Context: an optimization exercise on an open-source flow, tuned for small area, a short achievable clock period and few clock cycles per item. The choices shown serve that exercise and are no tape-out recipe.
Where RTL was checked, it was by simulation tests only, not by an equivalence proof against the original.

==> inputs of try-umber <==
Design Milestone1_convert, start of the top module:
module Milestone1_convert (
	input  logic          Clock,
	input  logic          Resetn,
	input  logic          Enable,
	input  logic   [15:0] SRAM_read_data,
	input  logic          redo,
	output logic          SRAM_we_n,
	output logic   [17:0] SRAM_address,
	output logic   [15:0] SRAM_write_data,
	output logic          Finish
);
export LEC_CHECK = 0
export CAP_MARGIN = 20
export CORE_MARGIN = 2
export CORE_UTILIZATION = 40
export SLEW_MARGIN = 20
export SYNTH_HIERARCHICAL = 1
create_clock -name core_clock -period 14.0 [get_ports {Clock}]
standard.sh (not shown) runs the stock make flow with config.mk's settings and CLKGATE_MAP_FILE= SYNTH_SCRIPT=/design/flow/synth_recipe.tcl, a recipe that flattens the netlist after the stock synthesis.
==> flow/flow/run.sh <==
#!/bin/bash
# Standard ORFS layout (standard.sh) with these changes in how it is made:
#  - the port buffers are buf_2 cells instead of the buffer ORFS picks
#  - clock tree: clkbuf_16 root, clkbuf_8 leaf buffers over small sink
#    clusters, no dummy loads
#  - timing repair aims at a setup margin below the design's clock period
# The SDC, clock period and I/O constraints are the standard flow's, unchanged.  ORFS
# writes each step's log under orfs/logs; make's own output goes to
# orfs_make.log here.
set -euo pipefail
bash standard.sh SETUP_SLACK_MARGIN=10.0 \
  "BUFFER_PORTS_ARGS=-buffer_cell sky130_fd_sc_hd__buf_2" \
  "CTS_ARGS=-sink_clustering_enable -repair_clock_nets -root_buf sky130_fd_sc_hd__clkbuf_16 -buf_list sky130_fd_sc_hd__clkbuf_8 -sink_clustering_size 18 -sink_clustering_max_diameter 50 -dont_use_dummy_load" \
  finish > orfs_make.log 2>&1
==> inputs of try-sierra, as changes to try-umber <==
--- a/flow/design.v
+++ b/flow/design.v
@@ -92,26 +92,28 @@
 	input  logic   [15:0] SRAM_read_data,
 	input  logic          redo,
 	output logic          SRAM_we_n,
 	output logic   [17:0] SRAM_address,
 	output logic   [15:0] SRAM_write_data,
 	output logic          Finish
 );
+localparam logic [1:0] T_NONE = 2'd0, T_Y = 2'd1, T_U = 2'd2, T_V = 2'd3;
 localparam logic [2:0] K_NONE = 3'd0, K_B0 = 3'd1, K_RG0 = 3'd2, K_RG1 = 3'd3, K_B1 = 3'd4;
 localparam logic [2:0] I_NONE = 3'd0, I_HI = 3'd1, I_LO = 3'd2, I_REP = 3'd3, I_PORT = 3'd4;
 logic        run;           
 logic [3:0]  nph;           
 logic [7:0]  nk;            
 logic        nlead;         
 logic [15:0] y_addr;        
-logic [15:0] u_addr;        
+logic [17:0] u_addr;        
 logic [17:0] rgb_addr;      
+logic [1:0]  tag_a, tag_b, tag_c;    
+logic [2:0]  kind_a, kind_b;         
 logic        c_even, c_ph1, c_isb, c_firv, c_ldv, c_ldu, c_ph2;
-logic [2:0]  c_kind;                
-logic        c_ldy, c_ldhu, c_ldhv;   
+logic [2:0]  c_kind;
 logic [2:0]  c_ins_u, c_ins_v;
 logic [7:0]  y_lo;                  
 logic [7:0]  y_sel;                 
 logic [7:0]  hu;                    
 logic [15:0] hv;
 logic [7:0]  su [0:5];
 logic [7:0]  sv [0:5];
@@ -178,98 +180,97 @@
 	4'd8:  rd_y = 1'b1;
 	4'd9:  rd_v = 1'b1;
 	4'd10: rd_u = 1'b1;
 	default: ;
 	endcase
 end
 logic wr;    
-assign wr = (c_kind == K_RG0) || (c_kind == K_RG1) || (c_kind == K_B1);
-function automatic logic [2:0] kind_of(input logic [3:0] p, input logic [7:0] kk);
-	case (p)
-	4'd3:    kind_of = K_B0;
-	4'd4:    kind_of = K_RG0;
-	4'd0:    kind_of = (kk == 8'd0) ? K_NONE : K_RG1;
-	4'd1:    kind_of = (kk == 8'd0) ? K_NONE : K_B1;
-	4'd5:    kind_of = K_RG1;
-	4'd6:    kind_of = K_B1;
-	default: kind_of = K_NONE;
-	endcase
-endfunction
+assign wr = (kind_b == K_RG0) || (kind_b == K_RG1) || (kind_b == K_B1);
 always_ff @(posedge Clock) begin
 	SRAM_we_n <= ~(run && wr);
 end
 always_ff @(posedge Clock or negedge Resetn) begin
 	if (!Resetn) begin
-		run <= 1'b0;
-	end else if (run) begin
-		if (nph == 4'd7 && y_addr == 16'd38400) run <= 1'b0;
-	end else if (!Finish && Enable) begin
-		run <= 1'b1;
-	end
-end
-always_ff @(posedge Clock) begin
-	if (!Resetn) begin
-		Finish <= 1'b0;
-	end else if (run) begin
-		if (nph == 4'd7 && y_addr == 16'd38400) Finish <= 1'b1;
-	end else if (Finish && redo) begin
-		Finish <= 1'b0;
+		run       <= 1'b0;
+		Finish    <= 1'b0;
+	end else begin
+		if (run) begin
+			if (nph == 4'd7 && y_addr == 16'd38400) begin
+				run    <= 1'b0;
+				Finish <= 1'b1;
+			end
+		end else if (Finish) begin
+			if (redo) Finish <= 1'b0;
+		end else if (Enable) begin
+			run <= 1'b1;
+		end
 	end
 end
-logic [17:0] v_addr, a_sel, a_inc;
-assign v_addr = {1'b0, u_addr[15:8] + 9'd75, u_addr[7:0]};    
-always_comb begin
-	a_sel = rgb_addr;
-	if (rd_y) a_sel = {2'd0, y_addr};
-	if (rd_u) a_sel = {2'd0, u_addr};
-	if (rd_v) a_sel = v_addr;
-end
-assign a_inc = a_sel + 18'd1;
+logic [17:0] v_addr;
+assign v_addr = {u_addr[17:8] + 10'd75, u_addr[7:0]};    
 always_ff @(posedge Clock) begin
+	tag_b  <= tag_a;
+	tag_c  <= tag_b;
+	kind_b <= kind_a;
 	if (!run) begin
 		nph      <= 4'd0;
 		nk       <= 8'd156;
 		nlead    <= 1'b1;
 		y_addr   <= 16'd0;
-		u_addr   <= 16'd38400;
+		u_addr   <= 18'd38400;
 		rgb_addr <= 18'd146944;
 		SRAM_address <= 18'd57600;
-		c_ldy <= 1'b0; c_ldhu <= 1'b0; c_ldhv <= 1'b0;
+		tag_a    <= (Enable && !Finish) ? T_V : T_NONE;
+		kind_a   <= K_NONE;
+		kind_b   <= K_NONE;
 		c_even <= 1'b0; c_ph1 <= 1'b0; c_isb <= 1'b0; c_kind <= K_NONE; c_firv <= 1'b0;
 		c_ldv  <= 1'b0; c_ldu <= 1'b0; c_ph2  <= 1'b0;
 		c_ins_u <= I_NONE; c_ins_v <= I_NONE;
 	end else begin
 		nph   <= nph2;
 		nk    <= nk2;
 		nlead <= nlead2;
 		c_even <= (nph == 4'd1) || (nph == 4'd2);
 		c_ph1  <= (nph == 4'd1);
 		c_isb  <= (nph == 4'd1) || (nph == 4'd4);
-		c_kind <= nlead ? K_NONE : kind_of(nph, nk);
-		c_ldy  <= (nph == 4'd0 && nk != 8'd0) || (nph == 4'd10);
-		c_ldhu <= (nph == 4'd1 && ((!nk[0] && nk <= 8'd154) || nk == 8'd159)) || (nph == 4'd6);
-		c_ldhv <= (nph == 4'd1 && ((nk[0] && nk <= 8'd153) || nk == 8'd156)) || (nph == 4'd5) ||
-		          (nph == 4'd0 && nk == 8'd0);
+		c_kind <= (nph == 4'd1) ? K_B0 : (nph == 4'd2) ? K_RG0 :
+		          (nph == 4'd3) ? K_RG1 : (nph == 4'd4) ? K_B1 : K_NONE;
 		c_firv <= (nph == 4'd4) || (nph == 4'd10);
 		c_ldv  <= (nph == 4'd1);
 		c_ldu  <= (nph == 4'd2);
 		c_ph2  <= (nph == 4'd2);
 		{c_ins_u, c_ins_v} <= ins_of(nph, nk);
-		SRAM_address <= a_sel;
-		if (rd_y) y_addr   <= a_inc[15:0];
-		if (rd_u) u_addr   <= a_inc[15:0];
-		if (wr)   rgb_addr <= a_inc;
+		kind_a <= nlead ? K_NONE : c_kind;
+		tag_a <= T_NONE;
+		if (rd_y) begin
+			SRAM_address <= {2'd0, y_addr};
+			y_addr <= y_addr + 16'd1;
+			tag_a  <= T_Y;
+		end
+		if (rd_u) begin
+			SRAM_address <= u_addr;
+			u_addr <= u_addr + 18'd1;
+			tag_a  <= T_U;
+		end
+		if (rd_v) begin
+			SRAM_address <= v_addr;
+			tag_a  <= T_V;
+		end
+		if (wr) begin
+			SRAM_address <= rgb_addr;
+			rgb_addr <= rgb_addr + 18'd1;
+		end
 	end
 end
 always_ff @(posedge Clock) begin
-	if (c_ldy)  y_lo <= SRAM_read_data[7:0];
-	if (c_ldhu) hu   <= SRAM_read_data[7:0];
-	if (c_ldhv) hv   <= SRAM_read_data;
-	if (c_ldy)       y_sel <= SRAM_read_data[15:8];
-	else if (c_ph2)  y_sel <= y_lo;
+	if (tag_c == T_Y) y_lo <= SRAM_read_data[7:0];
+	if (tag_c == T_U) hu   <= SRAM_read_data[7:0];
+	if (tag_c == T_V) hv   <= SRAM_read_data;
+	if (tag_c == T_Y)  y_sel <= SRAM_read_data[15:8];
+	else if (c_ph2)    y_sel <= y_lo;
 end
 function automatic logic [7:0] ins_val(input logic [2:0] sel, input logic [15:0] h,
                                        input logic [7:0] last, input logic [7:0] port);
 	case (sel)
 	I_HI:    ins_val = h[15:8];
 	I_LO:    ins_val = h[7:0];
 	I_PORT:  ins_val = port;
@@ -361,20 +362,20 @@
 logic [10:0] s_x, s_g;
 assign s_x = q_xa + q_xb + {10'd0, q_xc};
 assign s_g = q_ga + q_gb + {10'd0, q_gc};
 logic [7:0] x8, g8;
 assign x8 = clip(s_x);
 assign g8 = clip(s_g);
 always_ff @(posedge Clock) begin
-	case (c_kind)
+	case (kind_b)
 	K_RG0:   SRAM_write_data <= {x8, g8};
 	K_RG1:   SRAM_write_data <= {b0_save, x8};
 	default: SRAM_write_data <= {g8, x8};
 	endcase
-	if (c_kind == K_B0)  b0_save <= x8;
+	if (kind_b == K_B0)  b0_save <= x8;
 end
 endmodule
 module yt_part(input wire [7:0] y, output wire [13:0] lo, output wire c, output wire [10:0] hi);
 wire [7:0] ny = ~y;
 wire yp_1, yp_2;
 csa_ha yp_1_h (.a(ny[0]), .b(y[3]), .s(yp_1), .co(yp_2));
 wire yp_3, yp_4;
==> flow/flow/run.sh (replaced) <==
#!/bin/bash
# Standard ORFS layout (standard.sh) with these changes in how it is made:
#  - the port buffers are buf_4 cells instead of the buffer ORFS picks
#  - clock tree: larger sink clusters, no dummy loads
#  - timing repair aims at a setup margin below the design's clock period
# The SDC, clock period and I/O constraints are the standard flow's, unchanged.
set -euo pipefail
bash standard.sh SETUP_SLACK_MARGIN=10.0 \
  "BUFFER_PORTS_ARGS=-buffer_cell sky130_fd_sc_hd__buf_4" \
  "CTS_ARGS=-sink_clustering_enable -repair_clock_nets -sink_clustering_size 36 -sink_clustering_max_diameter 70 -dont_use_dummy_load" \
  finish > orfs_make.log 2>&1
==> impl_metrics.env <==
export IMPL_worst_slew_pin_slew_ns=1.020
export IMPL_nClkBuffers=29
export IMPL_die_x_um=251.4
export IMPL_r2r_setup_slack_ns=10.31
export IMPL_via_count=15119
export IMPL_avgSynthCellArea_um2=11.38
export IMPL_clock_skew_final_ns=0.04971
export IMPL_signal_buffers=66
export IMPL_cts_buffers=29
export IMPL_synth_common_cells="dfxtp_1, nand2_1, ha_1, fa_1, edfxtp_1"
export IMPL_design_area_um2=25990
export IMPL_seq_share=0.4073
export IMPL_drt_wl_total_um=53980
export IMPL_status="complete, no violations"
export IMPL_nonClkBufAreaFrac=0.01921
[end of results for try-sierra]
==> impl_metrics.env <==
export IMPL_seq_share=0.4000
export IMPL_avgSynthCellArea_um2=11.28
export IMPL_post_cts_setup_buffer_count=2
export IMPL_synth_common_cells="dfxtp_1, nand2_1, fa_1, ha_1, edfxtp_1"
export IMPL_worst_slew_pin_slew_ns=0.9980
export IMPL_design_area_um2=25900
export IMPL_highest_layer="met4"
export IMPL_die_x_um=250.4
export IMPL_via_count=15383
export IMPL_cts_buffers=52
export IMPL_status="complete, no violations"
export IMPL_path_max_fanout=3
export IMPL_nonClkBufAreaFrac=0.01840
export IMPL_nClkBuffers=52
export IMPL_clock_skew_final_ns=0.08803
export IMPL_drt_wl_total_um=56280
export IMPL_signal_buffers=79
export IMPL_grt_pass1_wl_um=87510
[end of results for try-umber]
Testbench counts of try-sierra, summed over its fixed seeds: cycles 1,547,720, frames 8.
No functional check of the RTL was part of try-umber.

-- port drivers added, routing unchanged --
The flow's constraints put no driver on any port. The routed layouts listed below were extracted and timed again, unchanged, in two steps.
Step 1: set_driving_cell puts a clkbuf_16 on Clock and a buf_2 on each other input, an assumption about the parent block.
Step 2, shift: input delay + t, output delay - t, t = (earliest + latest rising clock arrival at the registers) / 2. This alone moves slack from input paths to output paths.
Three values: ideal, step 1, step 2; two values: the first two.
run	shift t [ns]	setup slack, ns	hold WS [ns]	worst register clock-pin slew, ns	worst data-port slew with drivers (ns)
try-umber	0.595	10.136 / 10.077 / 10.167	0.384 / 0.384 / 0.384	0.10 / 0.10	0.04
try-sierra	0.638	10.097 / 10.035 / 10.307	0.320 / 0.320 / 0.320	0.12 / 0.12	0.07
After both steps setup and hold are still met in every run listed.
